Source: an optimization exercise on an open RTL-to-GDS flow (aim: small area). Production flows keep margins and buffers that such runs may drop. At most, simulation tests tie the RTL to the original design; equivalence was not proved. No functional check of the RTL was part of run 1. Power figures rest on the tool's default switching activity, not on a simulated workload.

## flow/design.v (module list and top-level ports; edited modules follow where they fit)
// module fa_cell: 6 lines
// module ixnor_cell: 5 lines
// module ior_cell: 5 lines
// module bsel: 5 lines
// module bpp_n: 5 lines
// module bpp_p: 5 lines
// module mul16: 788 lines
// module dpg_e: 6 lines
// module dpg_o: 6 lines
// module dcy_e: 5 lines
// module dcy_o: 5 lines
// module dx_e: 5 lines
// module dx_o: 5 lines
// module dsel_e: 5 lines
// module dsum_e: 5 lines
// module dsum_o: 5 lines
// module qfix: 5 lines
// module dsel_e2: 5 lines
// module dsel_o2: 5 lines
// module dmux: 5 lines
// module dsel_o: 5 lines
// module div16: 611 lines
// module addsub16: 13 lines
// module ALU: 9 lines
// module alu16: 33 lines
module alu16(clk, rst, a, b, ctrl, res, R15);
  // ...
==> flow/flow/run.sh <==
#!/bin/bash
cp standard.sh standard_sh_copy.txt
export BUFFER_PORTS_ARGS="-buffer_cell sky130_fd_sc_hd__buf_1"
bash standard.sh > standard.log 2>&1
==> flow/standard.sh <==
#!/bin/bash
# synth_recipe.tcl (not shown) runs the flow's synth.tcl, then flattens the netlist and writes it again
# the make line also repeats each setting of config.mk as NAME=value (left out here)
make -C /OpenROAD-flow-scripts/flow DESIGN_CONFIG=/design/flow/config.mk WORK_HOME=/design/flow/orfs CLKGATE_MAP_FILE= SYNTH_SCRIPT=/design/flow/synth_recipe.tcl "${@:-finish}"
==> flow/config.mk <==
export PLATFORM = sky130hd
export DESIGN_NAME = alu16
export DESIGN_NICKNAME = alu16
export VERILOG_FILES = /design/flow/design.v
export SDC_FILE = /design/flow/constraint.sdc
export NUM_CORES = 4
export LEC_CHECK = 0
export CAP_MARGIN = 20
export CORE_MARGIN = 2
export CORE_UTILIZATION = 40
export SLEW_MARGIN = 20
export SYNTH_HIERARCHICAL = 1
export SYNTH_MINIMUM_KEEP_SIZE = 0
==> flow/constraint.sdc <==
create_clock -name core_clock -period 40.0 [get_ports {clk}]
set_input_delay 8.0000 -clock core_clock [delete_from_list [all_inputs] [get_ports {clk}]]
set_output_delay 8.0000 -clock core_clock [all_outputs]
set_load 0.01 [all_outputs]
==> flow_metrics.tcl, run 1 <==
set metrics [dict create \
    xor_xnor_share_of_the_synthesized_area_pct 29.4 \
    power.static_leakage_nw 6.14 \
    grt.total_usage_pct 24.3 \
    nets 2206 \
    power.density_cell_area_nw_per_um2 78.2 \
    grt.met2_usage_pct 41.0 \
    top_usage_layer "met2" \
    max-vdd-ir-drop_mv 0.129 \
    clkLatencyLatePin_ns 0.28 \
    dp_hpwl_um 35500 \
    outcome "finished clean" \
    layout-drive-gt1-share_pct 19.4 \
    layout.cells.largest_class "multi-input combinational cells" \
    total_routed_length_um 47500 \
    finalInstanceArea_sq_um 17100 \
    cpPeakStageDelay_ns 0.66 \
    synth_area_per_cell_sq_um 7.93 \
    worst_slew_pin_slew_ns 1.15 \
    min_path_cells 2 \
    p_sw_share_pct 53.3 \
    num_io_pins 70 \
    synth_fa_ha_area_share_pct 20.9 \
    synth_simple_gate_area_share_pct 18.0 \
    post-cts-setup-buffer-count 9 \
    post_placement_cell_area_sq_um 16200 \
    antenna_violating_nets_post_route 0 \
    synth_top_cells_by_count "xnor2_1, nand2_1, xor2_1" \
    antenna_found_initial 2 \
    path_depth 191 \
    ys_seq_elements 32 \
    nMultiInputCombCells 1689 \
]
==> run 2: changes to the inputs <==
--- a/flow/design.v
+++ b/flow/design.v
@@ -864,16 +864,52 @@
 	output t;
 	assign t = xn ^ cn;
 endmodule
 module qfix (q0, o, s, qj, y);
 	input q0, o, s, qj;
 	output y;
 	assign y = qj ^ (s & (q0 | o));
 endmodule
+module dabs16 (x, y);
+	input [15:0] x;
+	output [15:0] y;
+	genvar g;
+	generate
+		for (g = 0; g < 16; g = g + 1) begin : m
+			if (g == 0) begin : m0
+				assign y[0] = x[0];
+			end else begin : mn
+				assign y[g] = x[g] ^ (x[15] & (|x[g-1:0]));
+			end
+		end
+	endgenerate
+endmodule
+module dzero (b, z);
+	input [15:0] b;
+	output [16:0] z;
+	assign z[16] = 1'b1;
+	assign z[0] = ~(|b);
+	genvar g;
+	generate
+		for (g = 1; g < 16; g = g + 1) begin : zz
+			assign z[g] = b[15] ? ((&b[15:g]) & (|b[g-1:0])) : ~(|b[15:g]);
+		end
+	endgenerate
+endmodule
+module dq_e (p, g, c, z, q);
+	input p, g, c, z;
+	output q;
+	assign q = (g | c) & p & z;
+endmodule
+module dq_o (pn, gn, cn, zn, q);
+	input pn, gn, cn, zn;
+	output q;
+	assign q = ~(pn | (gn & cn) | zn);
+endmodule
 module dsel_e2 (pn, d, c, q, r);
 	input pn, d, c, q;
 	output r;
 	assign r = ~(pn ^ (q & ~(d ^ c)));
 endmodule
 module dsel_o2 (p, nd, cn, q, rn);
 	input p, nd, cn, q;
 	output rn;
@@ -890,76 +926,58 @@
 	assign rn = q ? ~(xn ^ cn) : ~p;
 endmodule
 module div16 (a, b, quo, rem);
 	input [15:0] a, b;
 	output [15:0] quo, rem;
 	wire sa = a[15];
 	wire sb = b[15];
 	wire [15:0] A, D, nD;
-	genvar g;
-	generate
-		for (g = 0; g < 16; g = g + 1) begin : mag
-			if (g == 0) begin : m0
-				assign A[0] = a[0];
-				assign D[0] = b[0];
-			end else begin : mn
-				assign A[g] = a[g] ^ (sa & (|a[g-1:0]));
-				assign D[g] = b[g] ^ (sb & (|b[g-1:0]));
-			end
-		end
-	endgenerate
-	assign nD = ~D;
 	wire [16:0] z;
-	assign z[16] = 1'b1;
-	assign z[0] = ~(|b);
-	generate
-		for (g = 1; g < 16; g = g + 1) begin : zz
-			assign z[g] = sb ? ((&b[15:g]) & (|b[g-1:0])) : ~(|b[15:g]);
-		end
-	endgenerate
+	dabs16 u_absa (.x(a), .y(A));
+	dabs16 u_absb (.x(b), .y(D));
+	assign nD = ~D;
+	dzero u_z (.b(b), .z(z));
+	genvar g;
 	wire [15:0] q;
 	wire r15c1 = ~(A[15] | nD[0]);
 	assign q[15] = ~r15c1 & z[1];
 	wire r15r0;
 	dmux um15 (.s(q[15]), .a1n(~(A[15] ^ D[0])), .a0n(~A[15]), .y(r15r0));
 	wire r14c1 = ~(A[14] | nD[0]);
 	wire r14a1, r14b1, r14c2, r14r1, r14a1x;
 	dpg_o ug14_1 (.p(r15r0), .nd(nD[1]), .pn(r14a1), .gn(r14b1));
-	dcy_o uc14_1 (.pn(r14a1), .gn(r14b1), .cn(r14c1), .c(r14c2));
+	dq_o uq14 (.pn(r14a1), .gn(r14b1), .cn(r14c1), .zn(~z[2]), .q(q[14]));
 	dsel_o2 us14_1 (.p(r15r0), .nd(nD[1]), .cn(r14c1), .q(q[14]), .rn(r14r1));
-	assign q[14] = r14c2 & z[2];
 	wire r14r0;
 	dmux um14 (.s(q[14]), .a1n(~(A[14] ^ D[0])), .a0n(~A[14]), .y(r14r0));
 	wire r13c1 = ~(A[13] | nD[0]);
 	wire r13a1, r13b1, r13c2, r13r1, r13a1x;
 	dpg_o ug13_1 (.p(r14r0), .nd(nD[1]), .pn(r13a1), .gn(r13b1));
 	dcy_o uc13_1 (.pn(r13a1), .gn(r13b1), .cn(r13c1), .c(r13c2));
 	dsel_o2 us13_1 (.p(r14r0), .nd(nD[1]), .cn(r13c1), .q(q[13]), .rn(r13r1));
 	wire r13a2, r13b2, r13c3, r13r2, r13a2x;
 	dpg_e ug13_2 (.pn(r14r1), .d(D[2]), .p(r13a2), .g(r13b2));
-	dcy_e uc13_2 (.p(r13a2), .g(r13b2), .c(r13c2), .cn(r13c3));
+	dq_e uq13 (.p(r13a2), .g(r13b2), .c(r13c2), .z(z[3]), .q(q[13]));
 	dsel_e2 us13_2 (.pn(r14r1), .d(D[2]), .c(r13c2), .q(q[13]), .r(r13r2));
-	assign q[13] = ~r13c3 & z[3];
 	wire r13r0;
 	dmux um13 (.s(q[13]), .a1n(~(A[13] ^ D[0])), .a0n(~A[13]), .y(r13r0));
 	wire r12c1 = ~(A[12] | nD[0]);
 	wire r12a1, r12b1, r12c2, r12r1, r12a1x;
 	dpg_o ug12_1 (.p(r13r0), .nd(nD[1]), .pn(r12a1), .gn(r12b1));
 	dcy_o uc12_1 (.pn(r12a1), .gn(r12b1), .cn(r12c1), .c(r12c2));
 	dsel_o2 us12_1 (.p(r13r0), .nd(nD[1]), .cn(r12c1), .q(q[12]), .rn(r12r1));
 	wire r12a2, r12b2, r12c3, r12r2, r12a2x;
 	dpg_e ug12_2 (.pn(r13r1), .d(D[2]), .p(r12a2), .g(r12b2));
 	dcy_e uc12_2 (.p(r12a2), .g(r12b2), .c(r12c2), .cn(r12c3));
 	dsel_e2 us12_2 (.pn(r13r1), .d(D[2]), .c(r12c2), .q(q[12]), .r(r12r2));
 	wire r12a3, r12b3, r12c4, r12r3, r12a3x;
 	dpg_o ug12_3 (.p(r13r2), .nd(nD[3]), .pn(r12a3), .gn(r12b3));
-	dcy_o uc12_3 (.pn(r12a3), .gn(r12b3), .cn(r12c3), .c(r12c4));
+	dq_o uq12 (.pn(r12a3), .gn(r12b3), .cn(r12c3), .zn(~z[4]), .q(q[12]));
 	dsel_o2 us12_3 (.p(r13r2), .nd(nD[3]), .cn(r12c3), .q(q[12]), .rn(r12r3));
-	assign q[12] = r12c4 & z[4];
 	wire r12r0;
 	dmux um12 (.s(q[12]), .a1n(~(A[12] ^ D[0])), .a0n(~A[12]), .y(r12r0));
 	wire r11c1 = ~(A[11] | nD[0]);
 	wire r11a1, r11b1, r11c2, r11r1, r11a1x;
 	dpg_o ug11_1 (.p(r12r0), .nd(nD[1]), .pn(r11a1), .gn(r11b1));
 	dcy_o uc11_1 (.pn(r11a1), .gn(r11b1), .cn(r11c1), .c(r11c2));
 	dsel_o2 us11_1 (.p(r12r0), .nd(nD[1]), .cn(r11c1), .q(q[11]), .rn(r11r1));
 	wire r11a2, r11b2, r11c3, r11r2, r11a2x;
@@ -967,19 +985,18 @@
 	dcy_e uc11_2 (.p(r11a2), .g(r11b2), .c(r11c2), .cn(r11c3));
 	dsel_e2 us11_2 (.pn(r12r1), .d(D[2]), .c(r11c2), .q(q[11]), .r(r11r2));
 	wire r11a3, r11b3, r11c4, r11r3, r11a3x;
 	dpg_o ug11_3 (.p(r12r2), .nd(nD[3]), .pn(r11a3), .gn(r11b3));
 	dcy_o uc11_3 (.pn(r11a3), .gn(r11b3), .cn(r11c3), .c(r11c4));
 	dsel_o2 us11_3 (.p(r12r2), .nd(nD[3]), .cn(r11c3), .q(q[11]), .rn(r11r3));
 	wire r11a4, r11b4, r11c5, r11r4, r11a4x;
 	dpg_e ug11_4 (.pn(r12r3), .d(D[4]), .p(r11a4), .g(r11b4));
-	dcy_e uc11_4 (.p(r11a4), .g(r11b4), .c(r11c4), .cn(r11c5));
+	dq_e uq11 (.p(r11a4), .g(r11b4), .c(r11c4), .z(z[5]), .q(q[11]));
 	dsel_e2 us11_4 (.pn(r12r3), .d(D[4]), .c(r11c4), .q(q[11]), .r(r11r4));
-	assign q[11] = ~r11c5 & z[5];
 	wire r11r0;
 	dmux um11 (.s(q[11]), .a1n(~(A[11] ^ D[0])), .a0n(~A[11]), .y(r11r0));
 	wire r10c1 = ~(A[10] | nD[0]);
 	wire r10a1, r10b1, r10c2, r10r1, r10a1x;
 	dpg_o ug10_1 (.p(r11r0), .nd(nD[1]), .pn(r10a1), .gn(r10b1));
 	dcy_o uc10_1 (.pn(r10a1), .gn(r10b1), .cn(r10c1), .c(r10c2));
 	dsel_o2 us10_1 (.p(r11r0), .nd(nD[1]), .cn(r10c1), .q(q[10]), .rn(r10r1));
 	wire r10a2, r10b2, r10c3, r10r2, r10a2x;
@@ -991,19 +1008,18 @@
 	dcy_o uc10_3 (.pn(r10a3), .gn(r10b3), .cn(r10c3), .c(r10c4));
 	dsel_o2 us10_3 (.p(r11r2), .nd(nD[3]), .cn(r10c3), .q(q[10]), .rn(r10r3));
 	wire r10a4, r10b4, r10c5, r10r4, r10a4x;
 	dpg_e ug10_4 (.pn(r11r3), .d(D[4]), .p(r10a4), .g(r10b4));
 	dcy_e uc10_4 (.p(r10a4), .g(r10b4), .c(r10c4), .cn(r10c5));
 	dsel_e2 us10_4 (.pn(r11r3), .d(D[4]), .c(r10c4), .q(q[10]), .r(r10r4));
 	wire r10a5, r10b5, r10c6, r10r5, r10a5x;
 	dpg_o ug10_5 (.p(r11r4), .nd(nD[5]), .pn(r10a5), .gn(r10b5));
-	dcy_o uc10_5 (.pn(r10a5), .gn(r10b5), .cn(r10c5), .c(r10c6));
+	dq_o uq10 (.pn(r10a5), .gn(r10b5), .cn(r10c5), .zn(~z[6]), .q(q[10]));
 	dsel_o2 us10_5 (.p(r11r4), .nd(nD[5]), .cn(r10c5), .q(q[10]), .rn(r10r5));
-	assign q[10] = r10c6 & z[6];
 	wire r10r0;
 	dmux um10 (.s(q[10]), .a1n(~(A[10] ^ D[0])), .a0n(~A[10]), .y(r10r0));
 	wire r9c1 = ~(A[9] | nD[0]);
 	wire r9a1, r9b1, r9c2, r9r1, r9a1x;
 	dpg_o ug9_1 (.p(r10r0), .nd(nD[1]), .pn(r9a1), .gn(r9b1));
 	dcy_o uc9_1 (.pn(r9a1), .gn(r9b1), .cn(r9c1), .c(r9c2));
 	dsel_o2 us9_1 (.p(r10r0), .nd(nD[1]), .cn(r9c1), .q(q[9]), .rn(r9r1));
 	wire r9a2, r9b2, r9c3, r9r2, r9a2x;
@@ -1019,19 +1035,18 @@
 	dcy_e uc9_4 (.p(r9a4), .g(r9b4), .c(r9c4), .cn(r9c5));
 	dsel_e2 us9_4 (.pn(r10r3), .d(D[4]), .c(r9c4), .q(q[9]), .r(r9r4));
 	wire r9a5, r9b5, r9c6, r9r5, r9a5x;
 	dpg_o ug9_5 (.p(r10r4), .nd(nD[5]), .pn(r9a5), .gn(r9b5));
 	dcy_o uc9_5 (.pn(r9a5), .gn(r9b5), .cn(r9c5), .c(r9c6));
 	dsel_o2 us9_5 (.p(r10r4), .nd(nD[5]), .cn(r9c5), .q(q[9]), .rn(r9r5));
 	wire r9a6, r9b6, r9c7, r9r6, r9a6x;
 	dpg_e ug9_6 (.pn(r10r5), .d(D[6]), .p(r9a6), .g(r9b6));
-	dcy_e uc9_6 (.p(r9a6), .g(r9b6), .c(r9c6), .cn(r9c7));
+	dq_e uq9 (.p(r9a6), .g(r9b6), .c(r9c6), .z(z[7]), .q(q[9]));
 	dsel_e2 us9_6 (.pn(r10r5), .d(D[6]), .c(r9c6), .q(q[9]), .r(r9r6));
-	assign q[9] = ~r9c7 & z[7];
 	wire r9r0;
 	dmux um9 (.s(q[9]), .a1n(~(A[9] ^ D[0])), .a0n(~A[9]), .y(r9r0));
 	wire r8c1 = ~(A[8] | nD[0]);
 	wire r8a1, r8b1, r8c2, r8r1, r8a1x;
 	dpg_o ug8_1 (.p(r9r0), .nd(nD[1]), .pn(r8a1), .gn(r8b1));
 	dcy_o uc8_1 (.pn(r8a1), .gn(r8b1), .cn(r8c1), .c(r8c2));
 	dsel_o2 us8_1 (.p(r9r0), .nd(nD[1]), .cn(r8c1), .q(q[8]), .rn(r8r1));
 	wire r8a2, r8b2, r8c3, r8r2, r8a2x;
@@ -1051,19 +1066,18 @@
 	dcy_o uc8_5 (.pn(r8a5), .gn(r8b5), .cn(r8c5), .c(r8c6));
 	dsel_o2 us8_5 (.p(r9r4), .nd(nD[5]), .cn(r8c5), .q(q[8]), .rn(r8r5));
 	wire r8a6, r8b6, r8c7, r8r6, r8a6x;
 	dpg_e ug8_6 (.pn(r9r5), .d(D[6]), .p(r8a6), .g(r8b6));
 	dcy_e uc8_6 (.p(r8a6), .g(r8b6), .c(r8c6), .cn(r8c7));
 	dsel_e2 us8_6 (.pn(r9r5), .d(D[6]), .c(r8c6), .q(q[8]), .r(r8r6));
 	wire r8a7, r8b7, r8c8, r8r7, r8a7x;
 	dpg_o ug8_7 (.p(r9r6), .nd(nD[7]), .pn(r8a7), .gn(r8b7));
-	dcy_o uc8_7 (.pn(r8a7), .gn(r8b7), .cn(r8c7), .c(r8c8));
+	dq_o uq8 (.pn(r8a7), .gn(r8b7), .cn(r8c7), .zn(~z[8]), .q(q[8]));
 	dsel_o2 us8_7 (.p(r9r6), .nd(nD[7]), .cn(r8c7), .q(q[8]), .rn(r8r7));
-	assign q[8] = r8c8 & z[8];
 	wire r8r0;
 	dmux um8 (.s(q[8]), .a1n(~(A[8] ^ D[0])), .a0n(~A[8]), .y(r8r0));
 	wire r7c1 = ~(A[7] | nD[0]);
 	wire r7a1, r7b1, r7c2, r7r1, r7a1x;
 	dpg_o ug7_1 (.p(r8r0), .nd(nD[1]), .pn(r7a1), .gn(r7b1));
 	dcy_o uc7_1 (.pn(r7a1), .gn(r7b1), .cn(r7c1), .c(r7c2));
 	dsel_o2 us7_1 (.p(r8r0), .nd(nD[1]), .cn(r7c1), .q(q[7]), .rn(r7r1));
 	wire r7a2, r7b2, r7c3, r7r2, r7a2x;
@@ -1087,19 +1101,18 @@
 	dcy_e uc7_6 (.p(r7a6), .g(r7b6), .c(r7c6), .cn(r7c7));
 	dsel_e2 us7_6 (.pn(r8r5), .d(D[6]), .c(r7c6), .q(q[7]), .r(r7r6));
 	wire r7a7, r7b7, r7c8, r7r7, r7a7x;
 	dpg_o ug7_7 (.p(r8r6), .nd(nD[7]), .pn(r7a7), .gn(r7b7));
 	dcy_o uc7_7 (.pn(r7a7), .gn(r7b7), .cn(r7c7), .c(r7c8));
 	dsel_o2 us7_7 (.p(r8r6), .nd(nD[7]), .cn(r7c7), .q(q[7]), .rn(r7r7));
 	wire r7a8, r7b8, r7c9, r7r8, r7a8x;
 	dpg_e ug7_8 (.pn(r8r7), .d(D[8]), .p(r7a8), .g(r7b8));
-	dcy_e uc7_8 (.p(r7a8), .g(r7b8), .c(r7c8), .cn(r7c9));
+	dq_e uq7 (.p(r7a8), .g(r7b8), .c(r7c8), .z(z[9]), .q(q[7]));
 	dsel_e2 us7_8 (.pn(r8r7), .d(D[8]), .c(r7c8), .q(q[7]), .r(r7r8));
-	assign q[7] = ~r7c9 & z[9];
 	wire r7r0;
 	dmux um7 (.s(q[7]), .a1n(~(A[7] ^ D[0])), .a0n(~A[7]), .y(r7r0));
 	wire r6c1 = ~(A[6] | nD[0]);
 	wire r6a1, r6b1, r6c2, r6r1, r6a1x;
 	dpg_o ug6_1 (.p(r7r0), .nd(nD[1]), .pn(r6a1), .gn(r6b1));
 	dcy_o uc6_1 (.pn(r6a1), .gn(r6b1), .cn(r6c1), .c(r6c2));
 	dsel_o2 us6_1 (.p(r7r0), .nd(nD[1]), .cn(r6c1), .q(q[6]), .rn(r6r1));
 	wire r6a2, r6b2, r6c3, r6r2, r6a2x;
@@ -1127,19 +1140,18 @@
 	dcy_o uc6_7 (.pn(r6a7), .gn(r6b7), .cn(r6c7), .c(r6c8));
 	dsel_o2 us6_7 (.p(r7r6), .nd(nD[7]), .cn(r6c7), .q(q[6]), .rn(r6r7));
 	wire r6a8, r6b8, r6c9, r6r8, r6a8x;
 	dpg_e ug6_8 (.pn(r7r7), .d(D[8]), .p(r6a8), .g(r6b8));
 	dcy_e uc6_8 (.p(r6a8), .g(r6b8), .c(r6c8), .cn(r6c9));
 	dsel_e2 us6_8 (.pn(r7r7), .d(D[8]), .c(r6c8), .q(q[6]), .r(r6r8));
 	wire r6a9, r6b9, r6c10, r6r9, r6a9x;
 	dpg_o ug6_9 (.p(r7r8), .nd(nD[9]), .pn(r6a9), .gn(r6b9));
-	dcy_o uc6_9 (.pn(r6a9), .gn(r6b9), .cn(r6c9), .c(r6c10));
+	dq_o uq6 (.pn(r6a9), .gn(r6b9), .cn(r6c9), .zn(~z[10]), .q(q[6]));
 	dsel_o2 us6_9 (.p(r7r8), .nd(nD[9]), .cn(r6c9), .q(q[6]), .rn(r6r9));
-	assign q[6] = r6c10 & z[10];
 	wire r6r0;
 	dmux um6 (.s(q[6]), .a1n(~(A[6] ^ D[0])), .a0n(~A[6]), .y(r6r0));
 	wire r5c1 = ~(A[5] | nD[0]);
 	wire r5a1, r5b1, r5c2, r5r1, r5a1x;
 	dpg_o ug5_1 (.p(r6r0), .nd(nD[1]), .pn(r5a1), .gn(r5b1));
 	dcy_o uc5_1 (.pn(r5a1), .gn(r5b1), .cn(r5c1), .c(r5c2));
 	dsel_o2 us5_1 (.p(r6r0), .nd(nD[1]), .cn(r5c1), .q(q[5]), .rn(r5r1));
 	wire r5a2, r5b2, r5c3, r5r2, r5a2x;
@@ -1171,19 +1183,18 @@
 	dcy_e uc5_8 (.p(r5a8), .g(r5b8), .c(r5c8), .cn(r5c9));
 	dsel_e2 us5_8 (.pn(r6r7), .d(D[8]), .c(r5c8), .q(q[5]), .r(r5r8));
 	wire r5a9, r5b9, r5c10, r5r9, r5a9x;
 	dpg_o ug5_9 (.p(r6r8), .nd(nD[9]), .pn(r5a9), .gn(r5b9));
 	dcy_o uc5_9 (.pn(r5a9), .gn(r5b9), .cn(r5c9), .c(r5c10));
 	dsel_o2 us5_9 (.p(r6r8), .nd(nD[9]), .cn(r5c9), .q(q[5]), .rn(r5r9));
 	wire r5a10, r5b10, r5c11, r5r10, r5a10x;
 	dpg_e ug5_10 (.pn(r6r9), .d(D[10]), .p(r5a10), .g(r5b10));
-	dcy_e uc5_10 (.p(r5a10), .g(r5b10), .c(r5c10), .cn(r5c11));
+	dq_e uq5 (.p(r5a10), .g(r5b10), .c(r5c10), .z(z[11]), .q(q[5]));
 	dsel_e2 us5_10 (.pn(r6r9), .d(D[10]), .c(r5c10), .q(q[5]), .r(r5r10));
-	assign q[5] = ~r5c11 & z[11];
 	wire r5r0;
 	dmux um5 (.s(q[5]), .a1n(~(A[5] ^ D[0])), .a0n(~A[5]), .y(r5r0));
 	wire r4c1 = ~(A[4] | nD[0]);
 	wire r4a1, r4b1, r4c2, r4r1, r4a1x;
 	dpg_o ug4_1 (.p(r5r0), .nd(nD[1]), .pn(r4a1), .gn(r4b1));
 	dcy_o uc4_1 (.pn(r4a1), .gn(r4b1), .cn(r4c1), .c(r4c2));
 	dsel_o2 us4_1 (.p(r5r0), .nd(nD[1]), .cn(r4c1), .q(q[4]), .rn(r4r1));
 	wire r4a2, r4b2, r4c3, r4r2, r4a2x;
@@ -1219,19 +1230,18 @@
 	dcy_o uc4_9 (.pn(r4a9), .gn(r4b9), .cn(r4c9), .c(r4c10));
 	dsel_o2 us4_9 (.p(r5r8), .nd(nD[9]), .cn(r4c9), .q(q[4]), .rn(r4r9));
 	wire r4a10, r4b10, r4c11, r4r10, r4a10x;
 	dpg_e ug4_10 (.pn(r5r9), .d(D[10]), .p(r4a10), .g(r4b10));
 	dcy_e uc4_10 (.p(r4a10), .g(r4b10), .c(r4c10), .cn(r4c11));
 	dsel_e2 us4_10 (.pn(r5r9), .d(D[10]), .c(r4c10), .q(q[4]), .r(r4r10));
 	wire r4a11, r4b11, r4c12, r4r11, r4a11x;
 	dpg_o ug4_11 (.p(r5r10), .nd(nD[11]), .pn(r4a11), .gn(r4b11));
-	dcy_o uc4_11 (.pn(r4a11), .gn(r4b11), .cn(r4c11), .c(r4c12));
+	dq_o uq4 (.pn(r4a11), .gn(r4b11), .cn(r4c11), .zn(~z[12]), .q(q[4]));
 	dsel_o2 us4_11 (.p(r5r10), .nd(nD[11]), .cn(r4c11), .q(q[4]), .rn(r4r11));
-	assign q[4] = r4c12 & z[12];
 	wire r4r0;
 	dmux um4 (.s(q[4]), .a1n(~(A[4] ^ D[0])), .a0n(~A[4]), .y(r4r0));
 	wire r3c1 = ~(A[3] | nD[0]);
 	wire r3a1, r3b1, r3c2, r3r1, r3a1x;
 	dpg_o ug3_1 (.p(r4r0), .nd(nD[1]), .pn(r3a1), .gn(r3b1));
 	dcy_o uc3_1 (.pn(r3a1), .gn(r3b1), .cn(r3c1), .c(r3c2));
 	dsel_o2 us3_1 (.p(r4r0), .nd(nD[1]), .cn(r3c1), .q(q[3]), .rn(r3r1));
 	wire r3a2, r3b2, r3c3, r3r2, r3a2x;
@@ -1271,19 +1281,18 @@
 	dcy_e uc3_10 (.p(r3a10), .g(r3b10), .c(r3c10), .cn(r3c11));
 	dsel_e2 us3_10 (.pn(r4r9), .d(D[10]), .c(r3c10), .q(q[3]), .r(r3r10));
 	wire r3a11, r3b11, r3c12, r3r11, r3a11x;
 	dpg_o ug3_11 (.p(r4r10), .nd(nD[11]), .pn(r3a11), .gn(r3b11));
 	dcy_o uc3_11 (.pn(r3a11), .gn(r3b11), .cn(r3c11), .c(r3c12));
 	dsel_o2 us3_11 (.p(r4r10), .nd(nD[11]), .cn(r3c11), .q(q[3]), .rn(r3r11));
 	wire r3a12, r3b12, r3c13, r3r12, r3a12x;
 	dpg_e ug3_12 (.pn(r4r11), .d(D[12]), .p(r3a12), .g(r3b12));
-	dcy_e uc3_12 (.p(r3a12), .g(r3b12), .c(r3c12), .cn(r3c13));
+	dq_e uq3 (.p(r3a12), .g(r3b12), .c(r3c12), .z(z[13]), .q(q[3]));
 	dsel_e2 us3_12 (.pn(r4r11), .d(D[12]), .c(r3c12), .q(q[3]), .r(r3r12));
-	assign q[3] = ~r3c13 & z[13];
 	wire r3r0;
 	dmux um3 (.s(q[3]), .a1n(~(A[3] ^ D[0])), .a0n(~A[3]), .y(r3r0));
 	wire r2c1 = ~(A[2] | nD[0]);
 	wire r2a1, r2b1, r2c2, r2r1, r2a1x;
 	dpg_o ug2_1 (.p(r3r0), .nd(nD[1]), .pn(r2a1), .gn(r2b1));
 	dcy_o uc2_1 (.pn(r2a1), .gn(r2b1), .cn(r2c1), .c(r2c2));
 	dsel_o2 us2_1 (.p(r3r0), .nd(nD[1]), .cn(r2c1), .q(q[2]), .rn(r2r1));
 	wire r2a2, r2b2, r2c3, r2r2, r2a2x;
@@ -1327,19 +1336,18 @@
 	dcy_o uc2_11 (.pn(r2a11), .gn(r2b11), .cn(r2c11), .c(r2c12));
 	dsel_o2 us2_11 (.p(r3r10), .nd(nD[11]), .cn(r2c11), .q(q[2]), .rn(r2r11));
 	wire r2a12, r2b12, r2c13, r2r12, r2a12x;
 	dpg_e ug2_12 (.pn(r3r11), .d(D[12]), .p(r2a12), .g(r2b12));
 	dcy_e uc2_12 (.p(r2a12), .g(r2b12), .c(r2c12), .cn(r2c13));
 	dsel_e2 us2_12 (.pn(r3r11), .d(D[12]), .c(r2c12), .q(q[2]), .r(r2r12));
 	wire r2a13, r2b13, r2c14, r2r13, r2a13x;
 	dpg_o ug2_13 (.p(r3r12), .nd(nD[13]), .pn(r2a13), .gn(r2b13));
-	dcy_o uc2_13 (.pn(r2a13), .gn(r2b13), .cn(r2c13), .c(r2c14));
+	dq_o uq2 (.pn(r2a13), .gn(r2b13), .cn(r2c13), .zn(~z[14]), .q(q[2]));
 	dsel_o2 us2_13 (.p(r3r12), .nd(nD[13]), .cn(r2c13), .q(q[2]), .rn(r2r13));
-	assign q[2] = r2c14 & z[14];
 	wire r2r0;
 	dmux um2 (.s(q[2]), .a1n(~(A[2] ^ D[0])), .a0n(~A[2]), .y(r2r0));
 	wire r1c1 = ~(A[1] | nD[0]);
 	wire r1a1, r1b1, r1c2, r1r1, r1a1x;
 	dpg_o ug1_1 (.p(r2r0), .nd(nD[1]), .pn(r1a1), .gn(r1b1));
 	dcy_o uc1_1 (.pn(r1a1), .gn(r1b1), .cn(r1c1), .c(r1c2));
 	dsel_o2 us1_1 (.p(r2r0), .nd(nD[1]), .cn(r1c1), .q(q[1]), .rn(r1r1));
 	wire r1a2, r1b2, r1c3, r1r2, r1a2x;
@@ -1387,19 +1395,18 @@
 	dcy_e uc1_12 (.p(r1a12), .g(r1b12), .c(r1c12), .cn(r1c13));
 	dsel_e2 us1_12 (.pn(r2r11), .d(D[12]), .c(r1c12), .q(q[1]), .r(r1r12));
 	wire r1a13, r1b13, r1c14, r1r13, r1a13x;
 	dpg_o ug1_13 (.p(r2r12), .nd(nD[13]), .pn(r1a13), .gn(r1b13));
 	dcy_o uc1_13 (.pn(r1a13), .gn(r1b13), .cn(r1c13), .c(r1c14));
 	dsel_o2 us1_13 (.p(r2r12), .nd(nD[13]), .cn(r1c13), .q(q[1]), .rn(r1r13));
 	wire r1a14, r1b14, r1c15, r1r14, r1a14x;
 	dpg_e ug1_14 (.pn(r2r13), .d(D[14]), .p(r1a14), .g(r1b14));
-	dcy_e uc1_14 (.p(r1a14), .g(r1b14), .c(r1c14), .cn(r1c15));
+	dq_e uq1 (.p(r1a14), .g(r1b14), .c(r1c14), .z(z[15]), .q(q[1]));
 	dsel_e2 us1_14 (.pn(r2r13), .d(D[14]), .c(r1c14), .q(q[1]), .r(r1r14));
-	assign q[1] = ~r1c15 & z[15];
 	wire r1r0;
 	dmux um1 (.s(q[1]), .a1n(~(A[1] ^ D[0])), .a0n(~A[1]), .y(r1r0));
 	wire r0c1 = ~(A[0] | nD[0]);
 	wire r0a1, r0b1, r0c2, r0r1, r0a1x;
 	dpg_o ug0_1 (.p(r1r0), .nd(nD[1]), .pn(r0a1), .gn(r0b1));
 	dcy_o uc0_1 (.pn(r0a1), .gn(r0b1), .cn(r0c1), .c(r0c2));
 	dx_o ux0_1 (.pn(r0a1), .gn(r0b1), .xn(r0a1x));
 	dsum_o us0_1 (.xn(r0a1x), .cn(r0c1), .t(r0r1));
@@ -1465,20 +1472,19 @@
 	dsum_o us0_13 (.xn(r0a13x), .cn(r0c13), .t(r0r13));
 	wire r0a14, r0b14, r0c15, r0r14, r0a14x;
 	dpg_e ug0_14 (.pn(r1r13), .d(D[14]), .p(r0a14), .g(r0b14));
 	dcy_e uc0_14 (.p(r0a14), .g(r0b14), .c(r0c14), .cn(r0c15));
 	dx_e ux0_14 (.p(r0a14), .g(r0b14), .xn(r0a14x));
 	dsum_e us0_14 (.xn(r0a14x), .c(r0c14), .t(r0r14));
 	wire r0a15, r0b15, r0c16, r0r15, r0a15x;
 	dpg_o ug0_15 (.p(r1r14), .nd(nD[15]), .pn(r0a15), .gn(r0b15));
-	dcy_o uc0_15 (.pn(r0a15), .gn(r0b15), .cn(r0c15), .c(r0c16));
+	dq_o uq0 (.pn(r0a15), .gn(r0b15), .cn(r0c15), .zn(~z[16]), .q(q[0]));
 	dx_o ux0_15 (.pn(r0a15), .gn(r0b15), .xn(r0a15x));
 	dsum_o us0_15 (.xn(r0a15x), .cn(r0c15), .t(r0r15));
-	assign q[0] = r0c16 & z[16];
 	wire [15:0] T = {r0r15, r0r14, r0r13, r0r12, r0r11, r0r10, r0r9, r0r8, r0r7, r0r6, r0r5, r0r4, r0r3, r0r2, r0r1, (A[0] ^ D[0])};
 	wire [15:0] Pt = {r1r14, ~r1r13, r1r12, ~r1r11, r1r10, ~r1r9, r1r8, ~r1r7, r1r6, ~r1r5, r1r4, ~r1r3, r1r2, ~r1r1, r1r0, A[0]};
 	wire [15:0] RT, RP;
 	assign RT[0] = T[0];
 	assign RP[0] = Pt[0];
 	generate
 		for (g = 1; g < 16; g = g + 1) begin : rfx
 			assign RT[g] = T[g] ^ (sa & (|T[g-1:0]));
==> run 2 against run 1 <==
Compared with the run above: first-iteration DRC count up 2.4%; sequential power down 2%; die area about the same; core utilization down 1.7 points; synthesized area about the same; highest routed layer unchanged.
==> flow_metrics.tcl, run 2 <==
set metrics [dict create \
    power.static_leakage_nw 5.85 \
    met2WireLength_um 21900 \
    edff_count_synth 0 \
    first_global_vias 13700 \
    finalInstanceArea_sq_um 16500 \
    floorplan_die_area_sq_um 38200 \
    pin_count_of_the_biggest_net_entering_global_routing 65 \
    slew_headroom_pct 36.4 \
    worst-endpoint-arrival_ns 38.11 \
    synth_top_cells_by_count "xnor2_1, nand2_1, o22ai_1" \
    clkSinkCount 32 \
    dp.cells 2411 \
    final-hold-violation-count 0 \
    worstHoldStart "R15[5]" \
    hold-path-endpoint "R15[5]" \
    yosys_warnings 7 \
    dp_hpwl_um 35600 \
    synth.top_cell.area_share_pct 19.8 \
    cpPeakStageDelay_ns 0.42 \
    fin_tns_setup_ns 0 \
    final_core_utilization_pct 45.3 \
    max-vdd-ir-drop_mv 0.0898 \
    ctsLongestPathBuffers 2 \
    reg2reg_to "res[0]" \
    layout_common_cells "xnor2_1, nand2_1, o22ai_1" \
    critPathMostFrequentCell "a21oi_2" \
    ff2ff_setup_slack_ns 39.09 \
    die_h_um 195 \
    core_sq_um 36300 \
    synth.cell_area_sq_um 14700 \
    clkLatencyLatePin_ns 0.29 \
    postLayoutSetupSlackWorst_ns 2.11 \
    layout_commonest_cell "xnor2_1" \
    timing.hold.ws_ns 0.483 \
    total_routed_length_um 47600 \
    post_placement_cell_area_sq_um 15800 \
    final-max-slew-violation-count 0 \
    num_io_pins 70 \
    timing.fmax_ghz 0.0264 \
    top_layer_used "met5" \
    timing.final.crit_share_pct 94.7 \
    gr-total-overflow 0 \
    clk_transition_reported_paths_ns 0.06 \
    setup.worst_path.start_class "primary input" \
    path_max_fanout 19 \
    worst_slew_pin_slew_ns 0.954 \
    outcome "finished clean" \
    die-width_um 195 \
    synth-async-reset-ratio_pct 100 \
    timing.hold.worst.class "reg -> reg" \
    synthToLayoutAreaGrowth_pct 12.3 \
    synth.most_common_cell "xnor2_1" \
    crit_slowest_cell "nor4b_2" \
    met3_length_um 3020 \
    htree_num_levels 2 \
    worst_setup_path_category "in -> reg" \
    sequential_cell_area_fraction_in_the_yosys_report_pct 5.47 \
    grt_pass1_wl_um 75100 \
    reg.largest.list "R15 (16), res (16)" \
    fillers 3577 \
    netlist.top_cell.by_area "xnor2_1" \
    drt_first_pass_iters 5 \
    detailroute.via_count 13800 \
    synth_area_per_cell_sq_um 7.92 \
    ys_seq_elements 32 \
    cts_root_buffer "clkbuf_16" \
    synth_area_leaders "xnor2_1, fa_1, xor2_1" \
    required_ns 40.22 \
    dp_slack_ns -0.511 \
    r2r_cells 1 \
    drc 0 \
    start_util_pct 40.3 \
    worst_setup_path_end_kind "flip-flop" \
    finalWorstPathRequiredPeriod_ns 37.89 \
    avgViaCountPerCell 5.66 \
    min_path_cells 2 \
    rows 70 \
    finClkSkew_ns 0 \
    critical_path.reg2reg.startpoint "res[0]" \
    setup_viol 0 \
    power.density_cell_area_nw_per_um2 79.1 \
    netlist_instances 1850 \
    gp_congestion 0.876 \
    avgRoutedWirePerCell_um 19.6 \
    synth_cell_types 59 \
    m1WireLength_um 20900 \
    final_cell_count_no_fill 2434 \
    antenna_found_initial 0 \
    placement.io_buffers 69 \
    grt.total_usage_pct 24.6 \
    cts_inserted_buffers 5 \
    antenna_cells 0 \
    number_of_maximum_capacitance_violations 0 \
    layout-drive-gt1-share_pct 14.1 \
    sum_of_internal_switching_and_leakage_power_mw 1.30 \
    tritoncts "built" \
    nets 2154 \
    antenna_violating_nets_post_route 0 \
    first_iter_violations 1012 \
    dominantRegCellSynth "dfrtp_1" \
]
run 2: logic make-up after synthesis:
logic type	after synthesis	synth area share (%)
AOI/OAI and AO/OA	412	18.8
xor gates and xnor gates	490	29.3
adders and majority gates	167	20.9
buffers and inverters	148	5.07
DFF	32	5.47
muxes	45	3.07
other	3	0.0769
and+or+nand+nor	553	17.3
run 2: metal layers:
| layer | up-vias | global-route usage [%] |
|---|---|---|
| met2 | 496 | 40.7 |
| met4 | 2 | 8.88 |
| met1 | 6710 | 32.9 |
| li1 | 6458 | - |
| met3 | 110 | 3.14 |
| met5 | - | 1.28 |
run 2: how the worst max path moves through the flow:
stage                     cells past startpoint      end  startpoint  slack, ns
after floorplan                             161   res[6]       b[15]      0.001
after global placement                      161   R15[5]       b[11]       0.33
after detailed placement                    163   res[9]       b[11]      -0.51
after CTS                                   164   res[2]        a[0]       0.12
after global routing                        170  res[15]       b[15]      -0.21
final                                       169   res[2]       b[11]       2.11
run 2: critical path, delay by kind of cell:
| kind | cells | cell delay [ns] |
|---|---|---|
| AOI/OAI and AO/OA | 119 | 20.51 |
| xor gates and xnor gates | 6 | 1.21 |
| buffers and inverters | 9 | 2.01 |
| muxes | 11 | 3.37 |
| and+or+nand+nor | 24 | 2.93 |
run 2: repair_timing:
item,CTS,global route
setup buffers,3,11
hold buffers,0,0
endpoints found under the setup margin,31,32
pin swaps,1,7
gates resized for setup,1,72
run 2: where the power goes:
| part | internal [mW] | switching [mW] |
|---|---|---|
| sequential | 0.0468 | 0.0109 |
| combinational | 0.522 | 0.675 |
| clock | 0.0293 | 0.0161 |
run 2: cell type report:
| type | instances | area [sq um] | share of cell area (%) |
|---|---|---|---|
| multi-input cells | 1677 | 13600 | 82.6 |
| inverters | 88 | 330 | 2.01 |
| repair buffers | 161 | 988 | 6.01 |
| clock inverters | 2 | 35.0 | 0.213 |
| well taps | 468 | 586 | 3.56 |
| flip-flops and latches | 32 | 801 | 4.87 |
| clock buffers | 6 | 129 | 0.783 |
run 2: Yosys stat by module, one instance, submodules excluded, excerpt:
| module | flops+latches | cells inside | area (sq um) | copies in the design |
|---|---|---|---|---|
| mul16 | 0 | 94 | 587 | 1 |
| addsub16 | 0 | 18 | 171 | 1 |
| dq_o | 0 | 1 | 12.5 | 8 |
| dq_e | 0 | 1 | 10.0 | 7 |
| dsum_e | 0 | 1 | 8.76 | 7 |
| dpg_e | 0 | 2 | 7.51 | 56 |
| dpg_o | 0 | 2 | 7.51 | 64 |
| bsel | 0 | 1 | 6.26 | 136 |
| ior_cell | 0 | 1 | 6.26 | 31 |

separate check: timing with driven ports:
No port has a modelled driver above. Below, the same layouts with a new extraction and two added sets of constraints. Step 1: set_driving_cell puts a clkbuf_16 on clk and a buf_2 on each other input, an assumption about the parent block. Step 2 adds t to the input delays and takes it off the output delays; t is the mean of the earliest and latest rising clock arrival at the registers after step 1. Input paths then give back, and output paths get back, about the clock's delay inside the block. Slacks: ideal ports / drivers / drivers and shift; pairs: ideal ports / drivers.
run | t (ns) | setup WS [ns] | cell pins on the clock port's net
run 1 | 0.330 | 1.730 / 1.749 / 1.419 | 1
run 2 | 0.331 | 2.108 / 2.122 / 1.791 | 1
After both steps every run listed still meets setup and hold. The setup slack of run 2, which loses most, moves by +0.014 ns with the drivers and by -0.317 ns with both steps.
